This is an optimization exercise on Yosys and OpenROAD, whose aim is small area, not a production implementation.
Only simulation tests tie the RTL to the original design; equivalence was not proved.
Power and IR drop assume default switching activity.

## rev 12
Design usb_endpoint, start of the top module:
module usb_endpoint
(
    input logic clk,
    input logic n_rst,
    input logic hsel,
    input logic [3:0] haddr,
    input logic [1:0] htrans,
    input logic [1:0] hsize,
    input logic hwrite,
    input logic [31:0] hwdata,
    input logic dplus_in,
    input logic dminus_in,
    output logic [31:0] hrdata,
    output logic hresp,
    output logic hready,
    output logic d_mode,
    output logic dplus_out,
    output logic dminus_out
);
Settings: LEC_CHECK=0, CAP_MARGIN=20, CORE_MARGIN=2, CORE_UTILIZATION=50, SLEW_MARGIN=20, SYNTH_HIERARCHICAL=1; clock period 10.0 ns.
standard.sh (not shown) runs the stock make flow with config.mk's settings and CLKGATE_MAP_FILE= SYNTH_SCRIPT=/design/flow/synth_recipe.tcl, a recipe that flattens the netlist after the stock synthesis.
==> flow/flow/run.sh <==
#!/bin/bash
set -euo pipefail
here=$(pwd)
rm -rf "$here/scripts_abc"
cp -r "$FLOW_HOME/scripts" "$here/scripts_abc"
cp "$here/flow/abc_map.script" "$here/scripts_abc/abc_speed.script"
SCRIPTS_DIR="$here/scripts_abc" bash standard.sh synth > "$here/synth.log" 2>&1
export BUFFER_PORTS_ARGS="-buffer_cell sky130_fd_sc_hd__buf_1"
export CTS_ARGS="-sink_clustering_enable -repair_clock_nets -sink_clustering_size 15 -sink_clustering_max_diameter 60 -buf_list sky130_fd_sc_hd__clkbuf_8 -dont_use_dummy_load"
bash standard.sh > "$here/layout.log" 2>&1
==> flow/flow/abc_map.script <==
&get -n
&st
&dch -f
&nf -p -a -F 8 -A 4 -R 1000
&put
topo
stime -c
The flow did not stop early for rev 12: all stages ran, and the layout cleared the timing, DRC and antenna checks.
--- input diff rev 12..rev 13 ---
- CORE_UTILIZATION changed from 50 to 35
--- outcome ---
| weighted congestion reported at the end of routability-driven placement | lower: rev 13 |. Cmp rev 13 and rev 12 / minimum period implied by the final worst setup slack / higher: rev 13. Rev 13 gives more fraction of power spent switching nets than rev 12 did. Min die boundary height across rev 13 and rev 12: rev 12.

---

usb_endpoint, a different RTL version from the one above (not shown whole).
Size in the first run: about 1900 cells after synthesis, roughly 680 flip-flops, roughly 28000 um^2 of cells after synthesis.
Design usb_endpoint, start of the top module:
module usb_endpoint
(
    input logic clk,
    input logic n_rst,
    input logic hsel,
    input logic [3:0] haddr,
    input logic [1:0] htrans,
    input logic [1:0] hsize,
    input logic hwrite,
    input logic [31:0] hwdata,
    input logic dplus_in,
    input logic dminus_in,
    output logic [31:0] hrdata,
    output logic hresp,
    output logic hready,
    output logic d_mode,
    output logic dplus_out,
    output logic dminus_out
);
    logic rx_data_ready, rx_transfer_active, tx_transfer_active, rx_error, flush;
    logic pid_in, pid_out, pid_ack, pid_nak;
    logic [6:0] buffer_occupancy;
    logic [7:0] rx_data, tx_data, tx_packet_data, rcv_data;
    logic get_rx_data, store_tx_data, clear, tx_error, get_tx_packet_data, store_rx_packet_data;
    logic [3:0] tx_packet;
    ahb_slave SLAVE (
        .clk(clk), .n_rst(n_rst), .hsel(hsel), .hwrite(hwrite), .htrans(htrans),
        .hsize(hsize), .haddr(haddr), .hwdata(hwdata), .rx_data(rx_data),
        .rx_data_ready(rx_data_ready), .rx_transfer_active(rx_transfer_active),
  ...
Settings: LEC_CHECK=0, CAP_MARGIN=20, CORE_MARGIN=2, CORE_UTILIZATION=50, CTS_BUF_LIST=sky130_fd_sc_hd__clkbuf_8, CTS_CLUSTER_DIAMETER=60, CTS_CLUSTER_SIZE=15, SLEW_MARGIN=20; clock period 10.0 ns.
run.sh (not shown) runs the stock make flow with config.mk's settings and CLKGATE_MAP_FILE= SYNTH_SCRIPT=/design/flow/synth_recipe.tcl, a recipe that flattens the netlist after the stock synthesis.
Stock flow here: none of the scripts above is used.
The first run finished with timing, DRC and antenna clean.
Edit:
CORE_UTILIZATION = 65   (was 50)
The changed run ran to the end with no violations.
Count of clock-buffer cells in the layout decreases by 2.
Total power drops by 0.93%.
Non-clock buffer count increases by 1.
Synthesized area is unchanged.
Via count grows by 0.91%.
Cell area is lower by 0.83%.
Sequential share of layout area climbs by 0.55 points.
Cell count falls by 7.3%.

-- separate check: timing with driven ports --
Ports are ideal in the flow. The routed layouts listed here were re-timed in OpenROAD. Step 1 sets driving cells, clkbuf_16 on the clock port and buf_2 on the other inputs (assumed; they add their load-dependent delay and slew). Step 2 times the ports against the registers' clock, not the clock port: input delays grow and output delays shrink by t, the midpoint of the rising clock arrivals with the driver on. Three values: ideal, step 1, step 2; two values: the first two.
run	shift t [ns]	setup slack, ns	clock arrival spread, ns
rev 12	0.734	4.141 / 4.113 / 4.113	0.069 / 0.070
rev 13	0.728	4.088 / 4.038 / 4.038	0.075 / 0.075
the first run of note 2	0.748	3.795 / 3.765 / 3.765	0.053 / 0.053
the second run of note 2	0.744	3.783 / 3.758 / 3.758	0.042 / 0.042
After both steps setup and hold are still met in every run listed. The setup slack of rev 13, which loses most, moves by -0.050 ns with the drivers and by -0.050 ns with both steps.
